Context: an optimization exercise on an open-source flow, tuned for small area. The choices shown serve that exercise and are no tape-out recipe.
The RTL was checked by simulation tests, not by an equivalence proof against the original design.
The clock port is modelled as an ideal driver; clocking choices that lean on that would not hold on a real chip.

==> job 5880: inputs <==
==> flow/design.v (excerpt) <==
module udma_i2c_control
(
	input  logic                      clk_i,
	input  logic                      rstn_i,
	input  logic                [3:0] ext_events_i,
	input  logic                [7:0] data_tx_i,
	input  logic                      data_tx_valid_i,
	output logic                      data_tx_ready_o,
	output logic                [7:0] data_rx_o,
	output logic                      data_rx_valid_o,
	input  logic                      data_rx_ready_i,
	input  logic                      sw_rst_i,
	output logic                      busy_o,
	output logic                      al_o,
	output logic                      eot_o,
	output logic                      ack_no,
	output logic                      err_o,
	input  logic                      scl_i,
	output logic                      scl_o,
	output logic                      scl_oe,
	input  logic                      sda_i,
	output logic                      sda_o,
	output logic                      sda_oe,
    input  logic [31:0] udma_cmd_i,
    input  logic udma_cmd_valid_i,
    output logic udma_cmd_ready_o
);
==> flow/config.mk <==
export PLATFORM = sky130hd
export DESIGN_NAME = udma_i2c_control
export DESIGN_NICKNAME = udma_i2c_control
export VERILOG_FILES = /design/flow/design.v
export SDC_FILE = /design/flow/constraint.sdc
export NUM_CORES = 4
export LEC_CHECK = 0
export CAP_MARGIN = 20
export CORE_MARGIN = 2
export CORE_UTILIZATION = 40
export SLEW_MARGIN = 20
==> flow/constraint.sdc <==
create_clock -name core_clock -period 5.0 [get_ports {clk_i}]
set_input_delay 1.0000 -clock core_clock [delete_from_list [all_inputs] [get_ports {clk_i}]]
set_output_delay 1.0000 -clock core_clock [all_outputs]
set_load 0.01 [all_outputs]
standard.sh (not shown) runs the stock make flow with config.mk's settings and CLKGATE_MAP_FILE= SYNTH_SCRIPT=/design/flow/synth_recipe.tcl, a recipe that flattens the netlist after the stock synthesis.
==> flow/flow/run.sh <==
#!/bin/bash
# Layout flow: the standard ORFS flow (standard.sh) with three changes.
#  1. Synthesis: the same synthesis script (synth_recipe.tcl -> ORFS synth.tcl),
#     except that ABC maps the combinational logic with flow/area.abc (an
#     area-oriented script) instead of ORFS's delay-oriented abc_speed script.
#     Adders are left to ABC too (no extract_fa / adder techmap step).
#     Flip-flops are mapped apart from both, so registers, their names and
#     cell types are those of the standard synthesis.
#  2. Port buffers use the smallest buffer cell (buf_1).
#  3. The clock tree is built by flow/manual_cts.tcl, run by ORFS's CTS step
#     (PRE_CTS_TCL hook) on the placed design: the clock port drives one
#     root buffer (buf_6), which drives four leaf buffers (buf_12), each
#     placed at the centre of the quarter of the flip-flops it drives (the
#     quarters come from recursive bisection of their locations). TritonCTS
#     is told to skip these nets; the rest of the CTS step (placement
#     legalisation, timing repair) runs as usual.
# The tools' logs are ORFS's own, under orfs/logs; make's output goes to
# flow_make.log, and the generated scripts stay in this folder.
set -euo pipefail
here=$(pwd)

# ORFS synth.tcl with the ABC script replaced
sed -e 's|^\(\s*\)log_cmd abc {\*}\$abc_args$|\1log_cmd abc -script $::env(MY_ABC_SCRIPT) {*}[lrange $abc_args 2 end]|' \
    -e 's|^\(\s*\)\[env_var_exists_and_non_empty ADDER_MAP_FILE\] &&$|\10 \&\&|' \
    "$FLOW_HOME/scripts/synth.tcl" > "$here/my_synth_core.tcl"
grep -q 'MY_ABC_SCRIPT' "$here/my_synth_core.tcl"
grep -q '^\s*0 &&$' "$here/my_synth_core.tcl"

# The standard flow's synthesis wrapper, sourcing the script above
sed "s|source \$::env(SCRIPTS_DIR)/synth.tcl|source $here/my_synth_core.tcl|" \
    "$here/synth_recipe.tcl" > "$here/my_synth.tcl"
grep -q 'my_synth_core.tcl' "$here/my_synth.tcl"

# standard.sh, with the synthesis script above
sed "s|SYNTH_SCRIPT=[^ ]*|SYNTH_SCRIPT=$here/my_synth.tcl|" "$here/standard.sh" > "$here/my_standard.sh"
grep -q 'my_synth.tcl' "$here/my_standard.sh"

export MY_ABC_SCRIPT="$here/flow/area.abc"
export BUFFER_PORTS_ARGS="-buffer_cell sky130_fd_sc_hd__buf_1"
export PRE_CTS_TCL="$here/flow/manual_cts.tcl"
export MCTS_LEVELS=2
export MCTS_LEAF=sky130_fd_sc_hd__buf_12
export MCTS_ROOT=sky130_fd_sc_hd__buf_6
export CTS_ARGS="-sink_clustering_enable -repair_clock_nets -dont_use_dummy_load"
bash "$here/my_standard.sh" > "$here/flow_make.log" 2>&1
==> flow/flow/area.abc <==
strash
&get -n
&deepsyn -T 20
&st
&dch -f
&nf -a -R 1000
&st
&dch -f
&nf -a -R 1000
&st
&dch -f
&nf -a -R 1000
&put
Other scripts of this flow, unchanged in this note and not shown: flow/flow/manual_cts.tcl
==> inputs of job 1519, as changes to job 5880 <==
--- a/flow/design.v
+++ b/flow/design.v
@@ -44,11 +44,16 @@
     assign s_idle    = ~r_act;
     assign cmd_ack_o = s_idle & (r_phase == 2'd1);
     assign al_rise_o = al_o & ~(s_idle & (r_phase == 2'd0));
     always_ff @(posedge clk_i)
         dscl_oe <= scl_oe;
-    always_ff @(posedge clk_i)
+    always_ff @(posedge clk_i or negedge rstn_i)
+      if (!rstn_i)
+        slave_wait <= 1'b0;
+      else if (sw_rst_i)
+        slave_wait <= 1'b0;
+      else
         slave_wait <= (~scl_oe & dscl_oe & ~sSCL) | (slave_wait & ~sSCL);
     assign scl_sync = dSCL & ~sSCL & ~scl_oe;
     always_ff @(posedge clk_i or negedge rstn_i)
       if (!rstn_i)
           cnt <= 16'h0;
@@ -154,31 +159,32 @@
       if (!rstn_i)
         r_ndout <= 1'b0;
       else if (sSCL & ~dSCL)
         r_ndout <= nsSDA;
     assign dout_o = ~r_ndout;
-    always_ff @(posedge clk_i)
-        sda_chk <= ~al_o & r_act & bt_write_i & (r_phase == 2'd2);
     always_ff @(posedge clk_i or negedge rstn_i)
       if (!rstn_i)
       begin
           r_act   <= 1'b0;
           r_phase <= 2'd0;
           scl_oe  <= 1'b0;
           sda_oe  <= 1'b0;
+          sda_chk <= 1'b0;
       end
       else if (al_o || sw_rst_i)
       begin
           r_act   <= 1'b0;
           r_phase <= 2'd0;
           scl_oe  <= 1'b0;
           sda_oe  <= 1'b0;
+          sda_chk <= 1'b0;
       end
       else if (s_idle)
       begin
           r_act   <= cmd_valid_i;
           r_phase <= 2'd0;
+          sda_chk <= 1'b0;
       end
       else
       begin
           if (clk_en)
           begin
@@ -188,10 +194,11 @@
               r_phase <= 2'd1;
             end
             else
               r_phase <= r_phase + 2'd1;
           end
+          sda_chk <= bt_write_i & (r_phase == 2'd2);
           if (bt_start_i)
           begin
             if (r_phase != 2'd0)
               scl_oe <= (r_phase == 2'd3);
             sda_oe <= r_phase[1];
==> flow/flow/area.abc (replaced) <==
strash
&get -n
&deepsyn -T 20
&put
&get -n
&st
&dch -f
&nf -a -R 1000
&put
==> impl_metrics.env <==
export IMPL_fp_dieW_um=119
export IMPL_status="no timing/DRC/antenna violations"
export IMPL_track_usage_pct=17.2
export IMPL_r2r_cells=8
export IMPL_stdcell_count=784
export IMPL_critical_path_cell_chain="nor3_1, nand2b_1, clkinv_1, nand3_1, nor3b_1, buf_1"
export IMPL_skew_ns=0.0144
export IMPL_wl_met2_mm=5.89
-- figures above: job 5880

==> impl_metrics.env <==
export IMPL_pg_clk_uw=423
export IMPL_fp_dieW_um=120
export IMPL_final_area_mm2=0.00595
export IMPL_hpwl_mm=9.39
export IMPL_r2r_cells=11
export IMPL_synth_edf_count=4
export IMPL_wl_met2_mm=6.21
export IMPL_status="no timing/DRC/antenna violations"
export IMPL_stdcell_count=794
export IMPL_finish_net_count=672
export IMPL_ys_types=53
export IMPL_critical_path_cell_chain="nor4_1, and2_0, nand3_1, o211ai_1, and2_0, nand2_1, or3_1, or4_1, or3_1, a21oi_1, a21o_1"
export IMPL_track_usage_pct=18.0
export IMPL_reg2reg_setup_slack_ns=1.35
-- figures above: job 1519

-- afterwards: timing with drivers on the ports --
The flow's constraints put no driver on any port. The routed layouts listed below were extracted and timed again, unchanged, in two steps. Step 1 (the two cells are an assumption about what drives the block):
set clk [get_ports {clk_i}]
set_driving_cell -lib_cell sky130_fd_sc_hd__clkbuf_16 $clk
set_driving_cell -lib_cell sky130_fd_sc_hd__buf_2 [delete_from_list [all_inputs] $clk]
Step 2 also shifts input and output timing later by t, the mid clock arrival at the registers, as if the neighbouring blocks saw the same clock. Slacks: ideal ports / drivers / drivers and shift; pairs: ideal ports / drivers.
run	shift t [ns]	setup WS [ns]	hold WS [ns]	worst slew at a driven data input, ns
job 5880	0.365	1.634 / 1.600 / 1.718	0.391 / 0.391 / 0.391	0.04
job 1519	0.366	1.349 / 1.349 / 1.349	0.394 / 0.394 / 0.394	0.04
After both steps every run listed still meets setup and hold.
